What follows belongs to an exercise in optimizing a design on an open flow for small area; a production flow would make more cautious choices. Where RTL was checked, it was by simulation tests only, not by an equivalence proof against the original. The flow treats the clock pin as an ideal source, which a real chip does not have. Power and IR drop assume default switching activity.

Design rtc_system, start of the top module:
module rtc_system
(
    input clk,
    input rst_n,
    input [3:0] key_in,
    output rtc_sclk,
    input rtc_sio_i,
    output rtc_sio_o,
    output rtc_sio_oe,
    output rtc_rst,
    output [7:0] smg_data,
    output [5:0] scan_sig,
    output config_sig
);
==> flow/config.mk <==
export PLATFORM = sky130hd
export DESIGN_NAME = rtc_system
export DESIGN_NICKNAME = rtc_system
export VERILOG_FILES = /design/flow/design.v
export SDC_FILE = /design/flow/constraint.sdc
export NUM_CORES = 4
export LEC_CHECK = 0
export ABC_AREA = 1
export CAP_MARGIN = 20
export CORE_MARGIN = 2
export CORE_UTILIZATION = 65
export SLEW_MARGIN = 20
==> flow/constraint.sdc <==
create_clock -name core_clock -period 20.0 [get_ports {clk}]
set_input_delay 4.0000 -clock core_clock [delete_from_list [all_inputs] [get_ports {clk}]]
set_output_delay 4.0000 -clock core_clock [all_outputs]
set_load 0.01 [all_outputs]
standard.sh (not shown) runs the stock make flow with config.mk's settings and CLKGATE_MAP_FILE= SYNTH_SCRIPT=/design/flow/synth_recipe.tcl, a recipe that flattens the netlist after the stock synthesis.
==> flow/flow/run.sh <==
#!/bin/bash
# Standard ORFS flow, except that synthesis maps the logic with an
# area-oriented ABC script (flow/abc_area.script, picked by ABC_AREA=1)
# without first extracting half/full adders, ports get the smallest buffer,
# and the clock tree is built from clkbuf_4 without dummy loads, then each
# clock buffer whose flip-flops would see a slow clock edge becomes a
# clkbuf_8 (flow/clkfix.tcl).
# Registers are mapped exactly as the standard synthesis maps them.
set -euo pipefail
W=$(pwd)

rm -rf "$W/scripts_area"
cp -r "$FLOW_HOME/scripts" "$W/scripts_area"
cp "$W/flow/abc_area.script" "$W/scripts_area/abc_area.script"

SCRIPTS_DIR="$W/scripts_area" ADDER_MAP_FILE= bash "$W/standard.sh" synth > "$W/synth.log" 2>&1

export BUFFER_PORTS_ARGS="-buffer_cell sky130_fd_sc_hd__buf_1"
export CTS_ARGS="-sink_clustering_enable -repair_clock_nets -dont_use_dummy_load -buf_list sky130_fd_sc_hd__clkbuf_4"
bash "$W/standard.sh" cts > "$W/cts.log" 2>&1

export RES_DIR="$W/orfs/results/$FLOW_PLATFORM/rtc_system/base"
export CLK_SLEW_LIMIT=0.115
openroad -no_init -exit "$W/flow/clkfix.tcl" > "$W/clkfix.log" 2>&1

bash "$W/standard.sh" > "$W/layout.log" 2>&1
Other scripts of this flow, unchanged in this note and not shown: flow/flow/abc_area.script, flow/flow/clkfix.tcl
==> next run, changes <==
--- a/flow/design.v
+++ b/flow/design.v
@@ -150,24 +150,24 @@
     wire [7:0] wdata = wfld ? {fld[7] & (i != S_WS), fld[6:0]} :
                               {(i == S_WP) | (i == S_WST), 7'd0};
     wire fs;                 
     reg [4:0] cnt;
     wire c24 = (cnt == 5'd24);
     always @(posedge clk)
         if (c24 | ~fs)
             cnt <= 5'd0;
         else
             cnt <= cnt + 1'b1;
     localparam [1:0] P_A = 2'd0, P_D = 2'd1, P_R = 2'd2, P_X = 2'd3;
-    localparam [3:0] X_S0 = 4'd0, X_S1 = 4'd1, X_GA = 4'd5, X_GD = 4'd3,
-                     X_T = 4'd4, X_E1 = 4'd2, X_E2 = 4'd6, X_E3 = 4'd7,
+    localparam [3:0] X_S0 = 4'd0, X_S1 = 4'd1, X_GA = 4'd2, X_GD = 4'd3,
+                     X_T = 4'd4, X_E1 = 4'd5, X_E2 = 4'd6, X_E3 = 4'd7,
                      X_ID = 4'd8, X_R0 = 4'd9, X_D1 = 4'd10, X_D2 = 4'd11;
     reg [1:0] ph;
     reg [3:0] hb;
     reg isOut, rSIO, sclk, ce;
     reg [7:0] sh;
     assign sh_q = sh;
     wire in_bits = (ph != P_X);
     wire last_hb = (hb == 4'd15);
     assign fs = in_bits | ~hb[3];
     assign eng_idle = ~in_bits & (hb == X_ID);
     assign cmd_done = ~in_bits & (hb == X_D2);
The new run passed the timing, DRC and antenna checks.
Via count fell slightly.
Setup slack improves by 0.63 ns.
Wire length fell slightly.
Core utilization rose by 0.10 points.
Synthesized area fell slightly.
Worst hold slack degrades by 0.0068 ns.
Synthesized cell count fell by a few percent.
Clock skew barely changes.
Global-route usage fell by 0.39 points.
Critical path depth fell by 1.
Sequential power barely changes.
Fmax rose by roughly a tenth.
Register-to-register slack degrades by 0.47 ns.

The RTL this note starts from:
==> flow/design.v <==
module rtc_system
(
    input clk,
    input rst_n,
    input [3:0] key_in,
    output rtc_sclk,
    input rtc_sio_i,
    output rtc_sio_o,
    output rtc_sio_oe,
    output rtc_rst,
    output [7:0] smg_data,
    output [5:0] scan_sig,
    output config_sig
);
    localparam [15:0] C_4999  = 16'h191d;
    localparam [15:0] C_49999 = 16'h638b;
    reg [15:0] tc;
    wire tc_wrap = (tc == C_49999);
    always @(posedge clk or negedge rst_n)
        if (!rst_n)
            tc <= 16'd0;
        else if (tc_wrap)
            tc <= 16'd0;
        else
            tc <= {tc[14:0], ~(tc[15] ^ tc[12])};
    reg isEn;
    always @(posedge clk or negedge rst_n)
        if (!rst_n)
            isEn <= 1'b0;
        else if (tc == C_4999)
            isEn <= 1'b1;
    localparam [19:0] K_END = 20'h0ebd4;    
    reg [3:0] kf1, kf2;
    always @(posedge clk) begin
        kf1 <= key_in;
        kf2 <= kf1;
    end
    wire [3:0] key_out;
    genvar g;
    generate
        for (g = 0; g < 4; g = g + 1) begin : key
            wire h2l = isEn & ~kf1[g] & kf2[g];
            wire l2h = isEn & kf1[g] & ~kf2[g];
            reg [1:0] ks;
            reg [19:0] kt;
            wire done = (kt == K_END);
            always @(posedge clk)
                if (ks[0])
                    kt <= {kt[18:0], ~(kt[19] ^ kt[16])};
                else
                    kt <= 20'd0;
            always @(posedge clk or negedge rst_n)
                if (!rst_n)
                    ks <= 2'b00;
                else
                    case (ks)
                        2'b00: if (h2l) ks <= 2'b01; else if (l2h) ks <= 2'b11;
                        2'b01: if (done) ks <= 2'b10;
                        2'b10: ks <= 2'b00;
                        2'b11: if (done) ks <= 2'b00;
                    endcase
            assign key_out[g] = (ks == 2'b10);
        end
    endgenerate
    reg isConfig;
    always @(posedge clk or negedge rst_n)
        if (!rst_n)
            isConfig <= 1'b0;
        else if (key_out[3])
            isConfig <= ~isConfig;
    assign config_sig = isConfig;
    reg [4:0] i;             
    reg [1:0] go;            
    reg [7:0] hour, minute, second;
    reg [7:0] temp;
    reg act;                 
    wire cmd_done;
    wire [7:0] sh_q;         
    wire cmd_state = (i <= 5'd7) | (i >= 5'd9 && i <= 5'd13);
    wire is_wr = (i >= 5'd3 && i <= 5'd7) | (i == 5'd12) | (i == 5'd13);
    always @(posedge clk or negedge rst_n)
        if (!rst_n)
            act <= 1'b0;
        else
            act <= cmd_state & ~cmd_done;
    wire [7:0] comp = (go == 2'd0) ? 8'h23 : 8'h59;
    wire [7:0] fld = (i == 5'd14) ? hour : (i == 5'd15) ? minute : second;
    always @(posedge clk or negedge rst_n)
        if (!rst_n) begin
            i <= 5'd0;
            hour <= 8'd0;
            minute <= 8'd0;
            second <= 8'd0;
        end
        else begin
            case (i)
                0:  if (cmd_done) begin i <= 1; hour <= sh_q; end
                1:  if (cmd_done) begin i <= 2; minute <= sh_q; end
                2:  if (cmd_done) begin i <= 3; second <= sh_q; end
                3:  if (cmd_done) i <= 4;
                4:  if (cmd_done) i <= 5;
                5:  if (cmd_done) i <= 6;
                6:  if (cmd_done) i <= 7;
                7:  if (cmd_done) i <= 8;
                8:  i <= isConfig ? 5'd12 : 5'd9;
                9:  if (cmd_done) begin i <= 10; hour <= sh_q; end
                10: if (cmd_done) begin i <= 11; minute <= sh_q; end
                11: if (cmd_done) begin i <= 8; second <= sh_q; end
                12: if (cmd_done) i <= 13;
                13: if (cmd_done) i <= 14;
                14, 15, 16: begin
                    if (!isConfig)
                        i <= 4;
                    else if (key_out[2])
                        i <= 17;
                    else if (key_out[1])
                        i <= 20;
                    else if (key_out[0])
                        i <= (i == 5'd16) ? 5'd14 : i + 1'b1;
                    else case (i)
                        14: hour <= temp;
                        15: minute <= temp;
                        default: second <= temp;
                    endcase
                end
                17: if (temp < comp) i <= 18;
                    else begin hour <= temp; i <= 5'd14 + go; end
                18: i <= 19;
                19: i <= 5'd14 + go;
                20: i <= 5'd14 + go;
                default: ;
            endcase
        end
    always @(posedge clk) begin
        case (i)
            13: if (cmd_done) temp <= hour;
            14, 15, 16:
                if (isConfig) begin
                    if (key_out[2] | key_out[1])
                        temp <= fld;
                    else if (key_out[0])
                        temp <= (i == 5'd14) ? minute : (i == 5'd15) ? second : hour;
                end
            17: if (temp < comp) temp <= temp + 1'b1;
            18: if (temp[3:0] > 4'd9) temp <= {temp[7:4] + 1'b1, 4'd0};
            19: if (temp[7:4] > comp[7:4]) temp <= comp;
            20: if (temp[3:0] != 4'd0) temp[3:0] <= temp[3:0] - 1'b1;
                else if (temp[7:4] != 4'd0) temp <= {temp[7:4] - 1'b1, 4'd9};
                else temp <= 8'h00;
            default: ;
        endcase
    end
    always @(posedge clk)
        if (i >= 5'd14 && i <= 5'd16 && isConfig && (key_out[2] | key_out[1]))
            go <= i[1:0] + 2'd2;     
    reg [7:0] addr;
    reg [7:0] wdata;
    always @(*) begin
        case (i)
            0, 9:   addr = 8'h85;
            1, 10:  addr = 8'h83;
            2, 11:  addr = 8'h81;
            4:      addr = 8'h84;
            5:      addr = 8'h82;
            6, 13:  addr = 8'h80;
            default: addr = 8'h8e;   
        endcase
        case (i)
            4:       wdata = hour;
            5:       wdata = minute;
            6:       wdata = {1'b0, second[6:0]};
            3, 12:   wdata = 8'h00;
            default: wdata = 8'h80;   
        endcase
    end
    reg [1:0] ci;
    reg fs;                  
    wire func_done;
    always @(posedge clk or negedge rst_n)
        if (!rst_n) begin
            ci <= 2'd0;
            fs <= 1'b0;
        end
        else if (act)
            case (ci)
                0: if (func_done) begin ci <= 1; fs <= 1'b0; end
                   else fs <= 1'b1;
                1: ci <= 2;
                2: ci <= 0;
                default: ;
            endcase
    assign cmd_done = (ci == 2'd2);
    wire fs_w = fs & is_wr;
    wire fs_r = fs & ~is_wr;
    reg [4:0] cnt;
    wire c24 = (cnt == 5'd24);
    always @(posedge clk)
        if (c24 | ~fs)
            cnt <= 5'd0;
        else
            cnt <= cnt + 1'b1;
    reg [5:0] fi;
    reg fgo;
    reg isOut, rSIO, sclk, ce;
    reg [7:0] sh;
    assign sh_q = sh;
    assign func_done = is_wr ? (fi == 6'd21) : (fi == 6'd36);
    always @(posedge clk or negedge rst_n)
        if (!rst_n) begin
            fi <= 6'd0;
            isOut <= 1'b1;
            rSIO <= 1'b0;
            sclk <= 1'b0;
            ce <= 1'b0;
        end
        else if (fs_w)
            case (fi)
                0, 1: begin
                    fi <= 2;
                    isOut <= 1'b1;
                    sclk <= 1'b0;
                    ce <= 1'b1;
                end
                2, 4, 6, 8, 10, 12, 14, 16:
                    if (c24) fi <= fi + 1'b1;
                    else begin sclk <= 1'b0; rSIO <= sh[0]; end
                3, 5, 7, 9, 11, 13, 15, 17:
                    if (c24) fi <= fi + 1'b1;
                    else sclk <= 1'b1;
                18: fi <= fgo ? 6'd19 : 6'd1;
                19: begin ce <= 1'b0; fi <= 20; end
                20: fi <= 21;
                default: fi <= 0;
            endcase
        else if (fs_r)
            case (fi)
                0: begin
                    fi <= 1;
                    isOut <= 1'b1;
                    sclk <= 1'b0;
                    ce <= 1'b1;
                end
                1, 3, 5, 7, 9, 11, 13, 15:
                    if (c24) fi <= fi + 1'b1;
                    else begin sclk <= 1'b0; rSIO <= sh[0]; end
                2, 4, 6, 8, 10, 12, 14, 16:
                    if (c24) fi <= fi + 1'b1;
                    else sclk <= 1'b1;
                17: begin fi <= 18; isOut <= 1'b0; end
                18, 20, 22, 24, 26, 28, 30, 32:
                    if (c24) fi <= fi + 1'b1;
                    else sclk <= 1'b0;
                19, 21, 23, 25, 27, 29, 31, 33:
                    if (c24) fi <= fi + 1'b1;
                    else sclk <= 1'b1;
                34: begin ce <= 1'b0; fi <= 35; end
                35: fi <= 36;
                default: fi <= 0;
            endcase
    always @(posedge clk)
        if (fs_w) begin
            if (fi == 6'd0) begin sh <= addr; fgo <= 1'b0; end
            else if (fi == 6'd1) begin sh <= wdata; fgo <= 1'b1; end
            else if (fi[0] && fi <= 6'd17 && c24) sh <= {1'b0, sh[7:1]};
        end
        else if (fs_r) begin
            if (fi == 6'd0) sh <= addr;
            else if (!fi[0] && fi <= 6'd16 && c24) sh <= {1'b0, sh[7:1]};
            else if (!fi[0] && fi >= 6'd18 && fi <= 6'd32 && !c24) sh[7] <= rtc_sio_i;
            else if (fi[0] && fi >= 6'd19 && fi <= 6'd31 && c24) sh <= {sh[7], sh[7:1]};
        end
    assign rtc_sclk = sclk;
    assign rtc_rst = ce;
    assign rtc_sio_o = rSIO;
    assign rtc_sio_oe = isOut;
    reg [5:0] scan;          
    reg z;                   
    reg [3:0] nd;            
    reg [3:0] nd2;           
    wire [5:0] scan_n = z ? {~&scan[5:1], scan[5:1]} : scan;
    always @(posedge clk or negedge rst_n)
        if (!rst_n) begin
            scan <= 6'b111111;
            z <= 1'b1;
            nd <= 4'd0;
        end
        else begin
            scan <= scan_n;
            z <= tc_wrap;
            if (!tc_wrap)
                nd <= ~scan_n[5] ? hour[7:4] :
                      ~scan_n[4] ? hour[3:0] :
                      ~scan_n[3] ? minute[7:4] :
                      ~scan_n[2] ? minute[3:0] :
                      ~scan_n[1] ? second[7:4] : second[3:0];
        end
    always @(posedge clk)
        nd2 <= nd;
    reg [6:0] seg;
    always @(*)
        case (nd2)
            4'd0:  seg = 7'b100_0000;
            4'd1:  seg = 7'b111_1001;
            4'd2:  seg = 7'b010_0100;
            4'd3:  seg = 7'b011_0000;
            4'd4:  seg = 7'b001_1001;
            4'd5:  seg = 7'b001_0010;
            4'd6:  seg = 7'b000_0010;
            4'd7:  seg = 7'b111_1000;
            4'd8:  seg = 7'b000_0000;
            4'd9:  seg = 7'b001_0000;
            4'd10: seg = 7'b000_1000;
            4'd11: seg = 7'b000_0011;
            4'd12: seg = 7'b100_0110;
            4'd13: seg = 7'b010_0001;
            4'd14: seg = 7'b000_0110;
            default: seg = 7'b000_1110;
        endcase
    wire first = &scan;      
    assign smg_data = {1'b1, seg | {7{first}}};
    assign scan_sig = scan;
endmodule
export LEC_CHECK = 0
export CAP_MARGIN = 20
export CORE_MARGIN = 2
export CORE_UTILIZATION = 40
export SLEW_MARGIN = 20
create_clock -name core_clock -period 20.0 [get_ports {clk}]
run.sh (not shown) runs the stock make flow with config.mk's settings and CLKGATE_MAP_FILE= SYNTH_SCRIPT=/design/flow/synth_recipe.tcl, a recipe that flattens the netlist after the stock synthesis.
Stock flow here: none of the scripts above is used.
The baseline ran to the end with no violations.
==> next run, changes <==
--- a/flow/design.v
+++ b/flow/design.v
@@ -13,24 +13,26 @@
     output config_sig
 );
     localparam [15:0] C_4999  = 16'h191d;
     localparam [15:0] C_49999 = 16'h638b;
+    localparam [15:0] TP = 16'haaaa;
     reg [15:0] tc;
-    wire tc_wrap = (tc == C_49999);
+    wire tc_wrap = (tc == (C_49999 ^ TP));
     always @(posedge clk or negedge rst_n)
         if (!rst_n)
-            tc <= 16'd0;
+            tc <= TP;
         else if (tc_wrap)
-            tc <= 16'd0;
+            tc <= TP;
         else
-            tc <= {tc[14:0], ~(tc[15] ^ tc[12])};
+            tc <= {~tc[14:0], tc[15] ^ tc[12]};
     reg isEn;
     always @(posedge clk or negedge rst_n)
         if (!rst_n)
             isEn <= 1'b0;
-        else if (tc == C_4999)
+        else if (tc == (C_4999 ^ TP))
             isEn <= 1'b1;
     localparam [19:0] K_END = 20'h0ebd4;    
+    localparam [19:0] KP = 20'haaaaa;       
     reg [3:0] kf1, kf2;
     always @(posedge clk) begin
         kf1 <= key_in;
         kf2 <= kf1;
@@ -42,14 +44,14 @@
             wire h2l = isEn & ~kf1[g] & kf2[g];
             wire l2h = isEn & kf1[g] & ~kf2[g];
             reg [1:0] ks;
             reg [19:0] kt;
-            wire done = (kt == K_END);
+            wire done = (kt == (K_END ^ KP));
             always @(posedge clk)
                 if (ks[0])
-                    kt <= {kt[18:0], ~(kt[19] ^ kt[16])};
+                    kt <= {~kt[18:0], kt[19] ^ kt[16]};
                 else
-                    kt <= 20'd0;
+                    kt <= KP;
             always @(posedge clk or negedge rst_n)
                 if (!rst_n)
                     ks <= 2'b00;
                 else
@@ -72,18 +74,12 @@
     reg [4:0] i;             
     reg [1:0] go;            
     reg [7:0] hour, minute, second;
     reg [7:0] temp;
-    reg act;                 
     wire cmd_done;
     wire [7:0] sh_q;         
     wire cmd_state = (i <= 5'd7) | (i >= 5'd9 && i <= 5'd13);
     wire is_wr = (i >= 5'd3 && i <= 5'd7) | (i == 5'd12) | (i == 5'd13);
-    always @(posedge clk or negedge rst_n)
-        if (!rst_n)
-            act <= 1'b0;
-        else
-            act <= cmd_state & ~cmd_done;
     wire [7:0] comp = (go == 2'd0) ? 8'h23 : 8'h59;
     wire [7:0] fld = (i == 5'd14) ? hour : (i == 5'd15) ? minute : second;
     always @(posedge clk or negedge rst_n)
         if (!rst_n) begin
@@ -172,25 +168,23 @@
             3, 12:   wdata = 8'h00;
             default: wdata = 8'h80;   
         endcase
     end
-    reg [1:0] ci;
-    reg fs;                  
+    reg [2:0] cs;
     wire func_done;
     always @(posedge clk or negedge rst_n)
-        if (!rst_n) begin
-            ci <= 2'd0;
-            fs <= 1'b0;
-        end
-        else if (act)
-            case (ci)
-                0: if (func_done) begin ci <= 1; fs <= 1'b0; end
-                   else fs <= 1'b1;
-                1: ci <= 2;
-                2: ci <= 0;
-                default: ;
+        if (!rst_n)
+            cs <= 3'b000;
+        else
+            case (cs)
+                3'b000: if (cmd_state) cs <= 3'b001;
+                3'b001: cs <= 3'b011;
+                3'b011: if (func_done) cs <= 3'b010;
+                3'b010: cs <= 3'b110;
+                default: cs <= 3'b000;
             endcase
-    assign cmd_done = (ci == 2'd2);
+    assign cmd_done = cs[2];
+    wire fs = (cs == 3'b011);
     wire fs_w = fs & is_wr;
     wire fs_r = fs & ~is_wr;
     reg [4:0] cnt;
     wire c24 = (cnt == 5'd24);
Outcome: Setup slack is better by 0.0045 ns; power decreases by a few percent; global-route usage increases by 0.28 points; utilization increases by 0.25 points; maximum frequency barely changes; sequential power hardly moves; clock-buffer cell count increases by 4; die area decreases slightly; via count increases by a few percent.
No functional check of the RTL was part of the second run of this note.

==> what the ideal ports hide <==
In the flow no input, the clock included, has a driving cell. The finished layouts below were timed again as built, in two steps.
Step 1 assumes that a clkbuf_16 drives the clock port and a buf_2 every other input.
Step 2 moves the port delays by t, midway between the first and last clock arrival at a register: inputs arrive t later, outputs are due t later. That takes back most of the time a late clock gives input paths.
Three values: ideal, step 1, step 2; two values: the first two.
| run | shift t [ns] | setup slack, ns | worst setup path after step 2 | worst slew at a driven data input, ns | pins driven straight from the clock port |
|---|---|---|---|---|---|
| the first run of note 1 | 0.465 | 13.266 / 13.229 / 13.694 | register to output | 0.03 | 1 |
| the second run of note 1 | 0.469 | 13.900 / 13.863 / 14.332 | register to output | 0.04 | 1 |
| the first run of note 2 | 0.480 | 13.959 / 13.912 / 14.392 | register to output | 0.03 | 1 |
| the second run of note 2 | 0.471 | 13.963 / 13.918 / 14.389 | register to output | 0.04 | 1 |
After both steps every run listed still meets setup and hold.
